From an optimization exercise on the open Yosys and OpenROAD flow, aimed at small area and a short achievable clock period; shortcuts taken in it are not production practice. In this exercise RTL edits were held to simulation tests only and were not proved equivalent to the original. The clock input has no modelled driver; a real chip could not lean on it and would need a root buffer or a full tree.

==> run F: inputs <==
## fir_filter
module fir_filter #(parameter N = 101) (
    input wire clk,
    input wire reset,
    input wire signed [15:0] x_in,
    output reg signed [15:0] y_out
);
    reg signed [15:0] d0;                   
    reg signed [15:0] dl [1:N-1];           
    reg signed [15:0] d101;                 
    reg full_q;                             
    reg [6:0] cnt;                          
    integer i;
    wire full = (cnt == N);
    always @(posedge clk) begin
        dl[1] <= d0;
        for (i = 2; i < N; i = i + 1)
            dl[i] <= dl[i-1];
        d101 <= dl[N-1];
    end
    always @(posedge clk or posedge reset) begin
        if (reset) begin
            d0 <= 16'd0;
            full_q <= 1'b0;
            y_out <= 16'd0;
            cnt <= 7'd0;
        end else begin
            d0 <= x_in;
            full_q <= full;
            y_out <= d0 + (full_q ? d101 : 16'sd0) - y_out;
            if (!full)
                cnt <= cnt + 7'd1;
        end
    end
endmodule
==> module fir_filter, before the edit <==
module fir_filter #(parameter N = 101) (
    input wire clk,
    input wire reset,
    input wire signed [15:0] x_in,
    output reg signed [15:0] y_out
);
    reg signed [15:0] d0;                   
    reg signed [15:0] dl [1:N-1];           
    reg signed [15:0] d101;                 
    reg full_q;                             
    reg [6:0] cnt;                          
    integer i;
    wire full = (cnt == N);
    always @(posedge clk) begin
        dl[1] <= d0;
        for (i = 2; i < N; i = i + 1)
            dl[i] <= dl[i-1];
        d101 <= dl[N-1];
    end
    always @(posedge clk or posedge reset) begin
        if (reset) begin
            d0 <= 16'd0;
            full_q <= 1'b0;
            y_out <= 16'd0;
            cnt <= 7'd0;
        end else begin
            d0 <= x_in;
            full_q <= full;
            y_out <= d0 + (full_q ? d101 : 16'sd0) - y_out;
            if (!full)
                cnt <= cnt + 7'd1;
        end
    end
endmodule
==> flow/config.mk <==
export PLATFORM = sky130hd
export DESIGN_NAME = fir_filter
export DESIGN_NICKNAME = fir_filter
export VERILOG_FILES = /design/flow/design.v
export SDC_FILE = /design/flow/constraint.sdc
export NUM_CORES = 4
export LEC_CHECK = 0
export CAP_MARGIN = 20
export CORE_MARGIN = 2
export CORE_UTILIZATION = 60
export SLEW_MARGIN = 20
==> flow/constraint.sdc <==
create_clock -name core_clock -period 12.0 [get_ports {clk}]
set_input_delay 2.4000 -clock core_clock [delete_from_list [all_inputs] [get_ports {clk}]]
set_output_delay 2.4000 -clock core_clock [all_outputs]
set_load 0.01 [all_outputs]
standard.sh (not shown) runs the stock make flow with config.mk's settings and CLKGATE_MAP_FILE= SYNTH_SCRIPT=/design/flow/synth_recipe.tcl, a recipe that flattens the netlist after the stock synthesis.
==> flow/flow/run.sh <==
#!/bin/bash
set -euo pipefail
here=$(cd "$(dirname "$0")" && pwd)
export CTS_ARGS="-sink_clustering_enable -repair_clock_nets -dont_use_dummy_load -buf_list {sky130_fd_sc_hd__clkbuf_16} -sink_clustering_size 30 -sink_clustering_max_diameter 80"
export BUFFER_PORTS_ARGS="-buffer_cell sky130_fd_sc_hd__buf_4"
export SETUP_SLACK_MARGIN=${SETUP_SLACK_MARGIN:-9.0}
export POST_CTS_TCL=$here/post_cts.tcl
bash standard.sh MATCH_CELL_FOOTPRINT=0 finish > flow_standard.log 2>&1
==> flow/flow/clock_inv.tcl <==
# Rebuild the clock tree's buffers as inverters (same topology, same places):
# one inverter stage is faster and smaller than a two-stage buffer. Only done
# when every register sees an even number of tree stages.
proc clk_tree_levels {} {
  # Returns a dict: buffer instance name -> level (1 = driven by the port),
  # or {} if the tree is not a plain buffer tree with even depth everywhere.
  set block [ord::get_db_block]
  set net [[$block findBTerm clk] getNet]
  set levels [dict create]
  set frontier [list [list $net 0]]
  while {[llength $frontier]} {
    set next {}
    foreach item $frontier {
      lassign $item n lvl
      foreach it [$n getITerms] {
        if {![$it isInputSignal] && [$it getIoType] ne "INPUT"} { continue }
        set inst [$it getInst]
        set m [[$inst getMaster] getName]
        if {[string match "sky130_fd_sc_hd__clkbuf_*" $m]} {
          dict set levels [$inst getName] [expr {$lvl + 1}]
          set out [[$inst findITerm X] getNet]
          lappend next [list $out [expr {$lvl + 1}]]
        } elseif {[$it getMTerm] ne "NULL" && [[$it getMTerm] getSigType] eq "CLOCK" || [[$it getMTerm] getName] eq "CLK"} {
          if {$lvl % 2 != 0} { puts "clock sink [$inst getName] at odd depth $lvl"; return {} }
        } else {
          puts "clock net feeds [$inst getName] ($m) pin [[$it getMTerm] getName]"
          return {}
        }
      }
    }
    set frontier $next
  }
  return $levels
}

proc clk_swap_inst {name cell} {
  set block [ord::get_db_block]
  set inst [$block findInst $name]
  set loc [$inst getLocation]
  set orient [$inst getOrient]
  set a_net [[$inst findITerm A] getNet]
  set x_net [[$inst findITerm X] getNet]
  odb::dbInst_destroy $inst
  set new [odb::dbInst_create $block [[ord::get_db] findMaster $cell] $name]
  [$new findITerm A] connect $a_net
  [$new findITerm Y] connect $x_net
  $new setOrient $orient
  $new setLocation [lindex $loc 0] [lindex $loc 1]
  $new setPlacementStatus PLACED
}

proc clk_tree_to_inverters {cells} {
  # cells: list of inverter cells by level (the last one is used for deeper levels)
  set levels [clk_tree_levels]
  if {[dict size $levels] == 0} { puts "clock tree left as buffers"; return 0 }
  dict for {name lvl} $levels {
    set i [expr {min($lvl, [llength $cells]) - 1}]
    clk_swap_inst $name [lindex $cells $i]
  }
  puts "clock tree: [dict size $levels] buffers replaced by inverters"
  return 1
}
==> flow/flow/post_cts.tcl <==
# Runs at the end of ORFS's CTS step.

set clk_net [get_nets [[[[ord::get_db_block] findBTerm clk] getNet] getName]]
set root_pins [get_pins -of_objects $clk_net -filter "direction == input"]
if {[llength $root_pins] == 1} {
  set root [get_cells -of_objects [lindex $root_pins 0]]
  set root_out [get_nets -of_objects [get_pins -of_objects $root -filter "direction == output"]]
  set loads [get_pins -of_objects $root_out -filter "direction == input"]
  puts "clock root [get_full_name $root] drives [llength $loads] pins"
  if {[llength $loads] <= 4} {
    set names {}
    foreach p $loads { lappend names [get_full_name $p] }
    set clk_name [get_full_name $clk_net]
    set out_name [get_full_name $root_out]
    foreach p $names {
      disconnect_pin $out_name $p
      connect_pin $clk_name $p
    }
    disconnect_pin $clk_name [get_full_name [lindex $root_pins 0]]
    delete_instance [get_full_name $root]
    delete_net $out_name
    puts "removed clock root buffer"
  }
}

detailed_placement
estimate_parasitics -placement
repair_timing -setup -setup_margin $::env(SETUP_SLACK_MARGIN) -repair_tns 100 -verbose
detailed_placement
check_placement -verbose
estimate_parasitics -placement
report_clock_latency
report_checks -path_delay max -group_path_count 3
==> run X: changes against run F <==
==> flow/design.v (replaced) <==
module fir_filter #(parameter N = 101) (
    input wire clk,
    input wire reset,
    input wire signed [15:0] x_in,
    output reg signed [15:0] y_out
);
    reg signed [15:0] d0;                   
    reg signed [15:0] dl [1:N-1];           
    reg signed [15:0] d101;                 
    reg full_q;                             
    reg [6:0] lfsr;                         
    integer i;
    localparam [6:0] LFSR_N = 7'd119;
    always @(posedge clk) begin
        dl[1] <= d0;
        for (i = 2; i < N; i = i + 1)
            dl[i] <= dl[i-1];
        d101 <= dl[N-1];
    end
    always @(posedge clk or posedge reset) begin
        if (reset) begin
            d0 <= 16'd0;
            full_q <= 1'b0;
            y_out <= 16'd0;
            lfsr <= 7'd1;
        end else begin
            d0 <= x_in;
            y_out <= d0 + (full_q ? d101 : 16'sd0) + ~y_out + 16'sd1;
            lfsr <= {lfsr[5:0], lfsr[6] ^ lfsr[5]};
            if (lfsr == LFSR_N)
                full_q <= 1'b1;
        end
    end
endmodule
==> flow/flow/run.sh (replaced) <==
#!/bin/bash
set -euo pipefail
here=$(cd "$(dirname "$0")" && pwd)
export CTS_ARGS="-sink_clustering_enable -repair_clock_nets -dont_use_dummy_load -buf_list {sky130_fd_sc_hd__clkbuf_16} -sink_clustering_size 40 -sink_clustering_max_diameter 80"
export BUFFER_PORTS_ARGS="-buffer_cell sky130_fd_sc_hd__buf_4"
export SETUP_SLACK_MARGIN=${SETUP_SLACK_MARGIN:-8.6}
export SKIP_CTS_REPAIR_TIMING=1
export POST_CTS_TCL=$here/post_cts.tcl
export PRE_IO_PLACEMENT_TCL=$here/pre_io.tcl
bash standard.sh MATCH_CELL_FOOTPRINT=0 finish > flow_standard.log 2>&1
--- a/flow/flow/clock_inv.tcl
+++ b/flow/flow/clock_inv.tcl
@@ -60,3 +60,47 @@
   puts "clock tree: [dict size $levels] buffers replaced by inverters"
   return 1
 }
+
+proc clk_leaf_slew {name} {
+  # Largest slew at the clock pins the tree inverter $name drives.
+  set w 0
+  foreach it [[[[[ord::get_db_block] findInst $name] findITerm Y] getNet] getITerms] {
+    if {[$it isInputSignal] || [$it getIoType] eq "INPUT"} {
+      set s [get_property [get_pins [[$it getInst] getName]/[[$it getMTerm] getName]] slew_max]
+      if {$s > $w} { set w $s }
+    }
+  }
+  return $w
+}
+
+proc clk_size_leaves {ladder target rounds} {
+  # Resize the last-level tree inverters along $ladder (weakest first) so the
+  # slew at every register clock pin stays under $target (ns), using the
+  # smallest inverter that does.
+  set leaves {}
+  foreach inst [[ord::get_db_block] getInsts] {
+    set m [[$inst getMaster] getName]
+    if {[lsearch $ladder $m] < 0} continue
+    set drives_reg 0
+    foreach it [[[$inst findITerm Y] getNet] getITerms] {
+      if {[[$it getMTerm] getName] eq "CLK"} { set drives_reg 1; break }
+    }
+    if {$drives_reg} { lappend leaves [$inst getName] }
+  }
+  for {set r 0} {$r < $rounds} {incr r} {
+    estimate_parasitics -placement
+    set changed 0
+    foreach n $leaves {
+      set m [[[[ord::get_db_block] findInst $n] getMaster] getName]
+      set i [lsearch $ladder $m]
+      set s [clk_leaf_slew $n]
+      if {$s > $target && $i < [llength $ladder] - 1} {
+        replace_cell $n [lindex $ladder [expr {$i + 1}]]; incr changed
+      } elseif {$s < 0.8 * $target && $i > 0} {
+        replace_cell $n [lindex $ladder [expr {$i - 1}]]; incr changed
+      }
+    }
+    puts "clock leaf sizing round $r: $changed changed"
+    if {$changed == 0} break
+  }
+}
--- a/flow/flow/post_cts.tcl
+++ b/flow/flow/post_cts.tcl
@@ -23,9 +23,27 @@
   }
 }
 
+source [file join [file dirname [info script]] clock_inv.tcl]
+if {[clk_tree_to_inverters {sky130_fd_sc_hd__inv_16 sky130_fd_sc_hd__inv_12}]} {
+  clk_size_leaves {sky130_fd_sc_hd__inv_8 sky130_fd_sc_hd__inv_12 sky130_fd_sc_hd__inv_16} 0.11 6
+}
+
+# Port buffers: the smallest buffer is also the fastest one for the light
+# loads here (an output pin's 0.01 pF, an input's flop).
+foreach c [get_cells {input* output*}] {
+  set n [get_full_name $c]
+  if {[string match "output*" $n]} {
+    replace_cell $n sky130_fd_sc_hd__buf_1
+  } elseif {[string match "x_in*" [get_full_name [get_nets -of_objects [get_pins $n/A]]]]} {
+    replace_cell $n sky130_fd_sc_hd__buf_1
+  }
+}
+
 detailed_placement
 estimate_parasitics -placement
+repair_design
 repair_timing -setup -setup_margin $::env(SETUP_SLACK_MARGIN) -repair_tns 100 -verbose
+repair_timing -hold -verbose
 detailed_placement
 check_placement -verbose
 estimate_parasitics -placement
==> flow/flow/pre_io.tcl (new file) <==
# Keep the data ports together in the middle of the bottom edge, so the
# adder, the output registers and the port buffers sit next to their pins.
set die [[ord::get_db_block] getDieArea]
set w [expr {([$die xMax] - [$die xMin]) / 1000.0}]
set names {}
foreach p [get_ports {x_in[*] y_out[*] reset}] { lappend names [get_full_name $p] }
set_io_pin_constraint -pin_names $names -region "bottom:[expr {0.25 * $w}]-[expr {0.75 * $w}]"
--- a/flow/config.mk
+++ b/flow/config.mk
@@ -7,5 +7,6 @@
 export LEC_CHECK = 0
 export CAP_MARGIN = 20
 export CORE_MARGIN = 2
-export CORE_UTILIZATION = 60
+export CORE_UTILIZATION = 70
+export PLACE_DENSITY = 0.85
 export SLEW_MARGIN = 20
==> run B: changes against run F <==
==> flow/design.v (replaced) <==
module fir_filter #(parameter N = 101) (
    input wire clk,
    input wire reset,
    input wire signed [15:0] x_in,
    output reg signed [15:0] y_out
);
    reg signed [15:0] d0;                   
    reg signed [15:0] dl [1:N-1];           
    reg signed [15:0] d101;                 
    reg full_q;                             
    reg [6:0] lfsr;                         
    integer i;
    localparam [6:0] LFSR_N = 7'd119;
    always @(posedge clk) begin
        dl[1] <= d0;
        for (i = 2; i < N; i = i + 1)
            dl[i] <= dl[i-1];
        d101 <= dl[N-1];
    end
    always @(posedge clk or posedge reset) begin
        if (reset) begin
            d0 <= 16'd0;
            full_q <= 1'b0;
            y_out <= 16'd0;
            lfsr <= 7'd1;
        end else begin
            d0 <= x_in;
            y_out <= d0 + (full_q ? d101 : 16'sd0) + ~y_out + 16'sd1;
            lfsr <= {lfsr[5:0], lfsr[6] ^ lfsr[5]};
            if (lfsr == LFSR_N)
                full_q <= 1'b1;
        end
    end
endmodule
==> flow/flow/run.sh (replaced) <==
#!/bin/bash
set -euo pipefail
here=$(cd "$(dirname "$0")" && pwd)
export CTS_ARGS="-sink_clustering_enable -repair_clock_nets -dont_use_dummy_load -buf_list {sky130_fd_sc_hd__clkbuf_16} -sink_clustering_size 40 -sink_clustering_max_diameter 80"
export BUFFER_PORTS_ARGS="-buffer_cell sky130_fd_sc_hd__buf_4"
export SETUP_SLACK_MARGIN=${SETUP_SLACK_MARGIN:-8.6}
export SKIP_CTS_REPAIR_TIMING=1
export POST_CTS_TCL=$here/post_cts.tcl
export PRE_IO_PLACEMENT_TCL=$here/pre_io.tcl
bash standard.sh MATCH_CELL_FOOTPRINT=0 finish > flow_standard.log 2>&1
--- a/flow/flow/clock_inv.tcl
+++ b/flow/flow/clock_inv.tcl
@@ -60,3 +60,47 @@
   puts "clock tree: [dict size $levels] buffers replaced by inverters"
   return 1
 }
+
+proc clk_leaf_slew {name} {
+  # Largest slew at the clock pins the tree inverter $name drives.
+  set w 0
+  foreach it [[[[[ord::get_db_block] findInst $name] findITerm Y] getNet] getITerms] {
+    if {[$it isInputSignal] || [$it getIoType] eq "INPUT"} {
+      set s [get_property [get_pins [[$it getInst] getName]/[[$it getMTerm] getName]] slew_max]
+      if {$s > $w} { set w $s }
+    }
+  }
+  return $w
+}
+
+proc clk_size_leaves {ladder target rounds} {
+  # Resize the last-level tree inverters along $ladder (weakest first) so the
+  # slew at every register clock pin stays under $target (ns), using the
+  # smallest inverter that does.
+  set leaves {}
+  foreach inst [[ord::get_db_block] getInsts] {
+    set m [[$inst getMaster] getName]
+    if {[lsearch $ladder $m] < 0} continue
+    set drives_reg 0
+    foreach it [[[$inst findITerm Y] getNet] getITerms] {
+      if {[[$it getMTerm] getName] eq "CLK"} { set drives_reg 1; break }
+    }
+    if {$drives_reg} { lappend leaves [$inst getName] }
+  }
+  for {set r 0} {$r < $rounds} {incr r} {
+    estimate_parasitics -placement
+    set changed 0
+    foreach n $leaves {
+      set m [[[[ord::get_db_block] findInst $n] getMaster] getName]
+      set i [lsearch $ladder $m]
+      set s [clk_leaf_slew $n]
+      if {$s > $target && $i < [llength $ladder] - 1} {
+        replace_cell $n [lindex $ladder [expr {$i + 1}]]; incr changed
+      } elseif {$s < 0.8 * $target && $i > 0} {
+        replace_cell $n [lindex $ladder [expr {$i - 1}]]; incr changed
+      }
+    }
+    puts "clock leaf sizing round $r: $changed changed"
+    if {$changed == 0} break
+  }
+}
--- a/flow/flow/post_cts.tcl
+++ b/flow/flow/post_cts.tcl
@@ -23,9 +23,27 @@
   }
 }
 
+source [file join [file dirname [info script]] clock_inv.tcl]
+if {[clk_tree_to_inverters {sky130_fd_sc_hd__inv_16 sky130_fd_sc_hd__inv_12}]} {
+  clk_size_leaves {sky130_fd_sc_hd__inv_8 sky130_fd_sc_hd__inv_12 sky130_fd_sc_hd__inv_16} 0.11 6
+}
+
+# Port buffers: the smallest buffer is also the fastest one for the light
+# loads here (an output pin's 0.01 pF, an input's flop).
+foreach c [get_cells {input* output*}] {
+  set n [get_full_name $c]
+  if {[string match "output*" $n]} {
+    replace_cell $n sky130_fd_sc_hd__buf_1
+  } elseif {[string match "x_in*" [get_full_name [get_nets -of_objects [get_pins $n/A]]]]} {
+    replace_cell $n sky130_fd_sc_hd__buf_1
+  }
+}
+
 detailed_placement
 estimate_parasitics -placement
+repair_design
 repair_timing -setup -setup_margin $::env(SETUP_SLACK_MARGIN) -repair_tns 100 -verbose
+repair_timing -hold -verbose
 detailed_placement
 check_placement -verbose
 estimate_parasitics -placement
==> flow/flow/pre_io.tcl (new file) <==
# Keep the data ports together in the middle of the bottom edge, so the
# adder, the output registers and the port buffers sit next to their pins.
set die [[ord::get_db_block] getDieArea]
set w [expr {([$die xMax] - [$die xMin]) / 1000.0}]
set names {}
foreach p [get_ports {x_in[*] y_out[*] reset}] { lappend names [get_full_name $p] }
set_io_pin_constraint -pin_names $names -region "bottom:[expr {0.25 * $w}]-[expr {0.75 * $w}]"
--- a/flow/config.mk
+++ b/flow/config.mk
@@ -7,5 +7,5 @@
 export LEC_CHECK = 0
 export CAP_MARGIN = 20
 export CORE_MARGIN = 2
-export CORE_UTILIZATION = 60
+export CORE_UTILIZATION = 80
 export SLEW_MARGIN = 20
==> qor.yml <==
yosys:
  synth_common_cells: "dfxtp_1 (1616), dfrtp_1 (39), inv_1 (24)"
  synthTopCellsByArea: "dfxtp_1 (94%), dfrtp_1 (2.8%), fa_1 (0.87%)"
  yosysSeqAreaShare: 0.9646
  yosys.area_share.adder: 0.01447
  synth-compound-area-share: 0.008684
  synth_top_area_share: 0.9356
  avgSynthCellArea_um2: 19.21
  synthesis.area_um2: 34580
  synth_cell_type_count: 37
die:
  start_util: 0.8063
  dieWidth_um: 211.9
status:
  error: "[ERROR DPL-0033] detailed placement checks failed during check placement."
  failing_step: "detailed placement (3_5_place_dp)"
  status: "aborted with a tool error"
placement:
  place_congestion: 0.7779
# the run above: run B

==> qor.yml <==
yosys:
  synthesis.area_um2: 34800
  yosys.cell_count.top_type: "dfxtp_1"
  synth-compound-area-share: 0.008556
  yosys.area_share.adder: 0.01510
  synth_top_area_share: 0.9295
  synth_common_cells: "dfxtp_1 (1616), inv_1 (46), dfrtp_1 (40)"
  synth_cell_type_count: 39
  synthTopCellsByArea: "dfxtp_1 (93%), dfrtp_1 (2.9%), fa_1 (0.86%)"
  avgSynthCellArea_um2: 18.74
detailed_routing:
  wl_per_cell_um: 12.33
worst_setup_path:
  reg2reg_slack_ns: 9.09
  slowest_delay_ns: 0.43
die:
  start_util: 0.6055
  dieWidth_um: 244.8
status:
  status: "no timing/DRC/antenna violations"
final_layout:
  multi_input_area_um2: 1266
placement:
  place_congestion: 0.7175
grt:
  track_usage: 0.1174
# the run above: run F

==> qor.yml <==
yosys:
  synth-compound-area-share: 0.008684
  synthTopCellsByArea: "dfxtp_1 (94%), dfrtp_1 (2.8%), fa_1 (0.87%)"
  yosysSeqAreaShare: 0.9646
  synth_top_area_share: 0.9356
  yosys.area_share.adder: 0.01447
  synthesis.area_um2: 34580
  avgSynthCellArea_um2: 19.21
  synth_cell_type_count: 37
status:
  status: "no timing/DRC/antenna violations"
die:
  dieWidth_um: 226.3
  start_util: 0.7079
placement:
  place_congestion: 0.7930
# the run above: run X

In run X the design's own scripts or RTL, not TritonCTS, make the clock network.

## what the ideal ports hide
Ports are ideal in the flow. The routed layouts listed here were re-timed in OpenROAD.
Step 1, drivers: a clkbuf_16 drives clk and a buf_2 each remaining input, both assumed.
Step 2 moves the port delays by t, midway between the first and last clock arrival at a register: inputs arrive t later, outputs are due t later. That takes back most of the time a late clock gives input paths.
a / b / c = ideal / step 1 / step 2; a / b = the first two.
| run | shift t [ns] | setup slack, ns | hold slack, ns | slew at the worst register clock pin (ns) |
|---|---|---|---|---|
| run F | 0.552 | 8.565 / 8.451 / 9.003 | 0.298 / 0.298 / 0.298 | 0.11 / 0.11 |
| run X | 0.506 | 8.726 / 8.496 / 8.772 | 0.313 / 0.313 / 0.313 | 0.12 / 0.13 |
After both steps setup and hold are still met in every run listed.
